This design comes from an exercise in tuning for small area and few clock cycles per item on the open sky130 flow, not from production work. In this exercise RTL edits were held to simulation tests only and were not proved equivalent to the original. Power and IR drop assume default switching activity.

== v24 ==
==> flow/design.v (excerpt) <==
module AxiPeriph(
  input         clock,
  input         reset,
  input  [4:0]  io_axi_s0_aw_awaddr,
  input  [2:0]  io_axi_s0_aw_awprot,
  input         io_axi_s0_aw_awvalid,
  output        io_axi_s0_aw_awready,
  input  [11:0] io_axi_s0_aw_awid,
  input  [31:0] io_axi_s0_w_wdata,
  input  [3:0]  io_axi_s0_w_wstrb,
  input         io_axi_s0_w_wvalid,
  output        io_axi_s0_w_wready,
  input  [11:0] io_axi_s0_w_wid,
  output [1:0]  io_axi_s0_b_bresp,
  output        io_axi_s0_b_bvalid,
  input         io_axi_s0_b_bready,
  output [11:0] io_axi_s0_b_bid,
  input  [4:0]  io_axi_s0_ar_araddr,
  input  [2:0]  io_axi_s0_ar_arprot,
  input         io_axi_s0_ar_arvalid,
  output        io_axi_s0_ar_arready,
  input  [11:0] io_axi_s0_ar_arid,
  output [31:0] io_axi_s0_r_rdata,
  output [1:0]  io_axi_s0_r_rresp,
  output        io_axi_s0_r_rvalid,
  input         io_axi_s0_r_rready,
  output [11:0] io_axi_s0_r_rid,
  output [1:0]  io_leds,
  output        io_irqOut
);
Settings: LEC_CHECK=0, CAP_MARGIN=20, CORE_MARGIN=2, CORE_UTILIZATION=40, CTS_BUF_LIST=sky130_fd_sc_hd__clkbuf_4, SLEW_MARGIN=20; clock period 5.0 ns.
run.sh (not shown) runs the stock make flow with config.mk's settings and CLKGATE_MAP_FILE= SYNTH_SCRIPT=/design/flow/synth_recipe.tcl, a recipe that flattens the netlist after the stock synthesis.
Testbench counts of v24, summed over its fixed seeds: cycles 2,531, txns 3,200.
Inputs modified between v24 and v18:
==> flow/flow/run.sh (new file) <==
#!/bin/bash
# Standard ORFS layout, with two changes: port buffers use the smallest
# buffer cell, and clock tree synthesis uses clkbuf_4 leaf clusters of about
# ten flip-flops, without dummy loads.
set -euo pipefail
export BUFFER_PORTS_ARGS="-buffer_cell sky130_fd_sc_hd__buf_1"
export CTS_ARGS="-sink_clustering_enable -repair_clock_nets -buf_list sky130_fd_sc_hd__clkbuf_4 -sink_clustering_size 10 -sink_clustering_max_diameter 60 -dont_use_dummy_load"
bash standard.sh > standard_flow.log 2>&1
==> flow/standard.sh (new file) <==
#!/bin/bash
# synth_recipe.tcl (not shown) runs the flow's synth.tcl, then flattens the netlist and writes it again
# the make line also repeats each setting of config.mk as NAME=value (left out here)
make -C /OpenROAD-flow-scripts/flow DESIGN_CONFIG=/design/flow/config.mk WORK_HOME=/design/flow/orfs CLKGATE_MAP_FILE= SYNTH_SCRIPT=/design/flow/synth_recipe.tcl "${@:-finish}"
-- flow/config.mk --
<<< v24, line 8
export CAP_MARGIN = 20
export CORE_MARGIN = 2
export CORE_UTILIZATION = 40
export CTS_BUF_LIST = sky130_fd_sc_hd__clkbuf_4
export SLEW_MARGIN = 20
>>> v18, line 8
export CAP_MARGIN = 20
export CORE_MARGIN = 2
export CORE_UTILIZATION = 65
export SLEW_MARGIN = 20
removed: flow/run.sh
Results
v18 vs. v24: first-iteration DRC count went up by 26.
Diff v24 -> v18: setup slack saw an increase, power saw a decrease, achievable clock frequency saw an increase, area overhead of the layout relative to synthesis saw a decrease, antenna diode instance count saw a decrease.
Input-level comparison between v39 and v18:
==> flow/flow/run.sh <==
#!/bin/bash
# Standard ORFS layout, with two changes: port buffers use the smallest
# buffer cell, and clock tree synthesis uses clkbuf_4 without dummy loads.
set -euo pipefail
export BUFFER_PORTS_ARGS="-buffer_cell sky130_fd_sc_hd__buf_1"
export CTS_ARGS="-sink_clustering_enable -repair_clock_nets -buf_list sky130_fd_sc_hd__clkbuf_4 -dont_use_dummy_load"
bash standard.sh > standard_flow.log 2>&1
-- flow/config.mk --
<<< v18, line 8
export CAP_MARGIN = 20
export CORE_MARGIN = 2
export CORE_UTILIZATION = 65
export SLEW_MARGIN = 20
>>> v39, line 8
export CAP_MARGIN = 20
export CORE_MARGIN = 2
export CORE_UTILIZATION = 40
export SLEW_MARGIN = 20
[summary]
Diff v18 -> v39: fmax has decreased; die width has increased; share of the final layout cell area in sequential cells has decreased.
Total power of the final layout on v39 is up relative to v18.
Die area (v39 / v18): 1.6
Of v39 and v18, the lower wire length of the first global-routing pass belongs to v18.
Post-route non-filler standard cell count ended up 17% higher on v39 than on v18.
v39 ran to completion and came out clean on the timing, design-rule and antenna checks.
Worst hold slack delta (v39 − v18): unfavourable

-- static timing again, ports no longer ideal --
No port has a modelled driver above. Below, the same layouts with a new extraction and two added sets of constraints.
Step 1 assumes that a clkbuf_16 drives the clock port and a buf_2 every other input.
Step 2, shift: input delay + t, output delay - t, t = (earliest + latest rising clock arrival at the registers) / 2. This alone moves slack from input paths to output paths.
Slacks: ideal ports / drivers / drivers and shift; pairs: ideal ports / drivers.
run | shift t [ns] | setup WS [ns] | slew at the worst register clock pin (ns)
v24 | 0.673 | 1.159 / 1.116 / 1.534 | 0.08 / 0.08
v18 | 0.641 | 1.530 / 1.495 / 1.977 | 0.11 / 0.11
v39 | 0.654 | 1.416 / 1.374 / 2.028 | 0.07 / 0.07
After both steps every run listed still meets setup and hold.
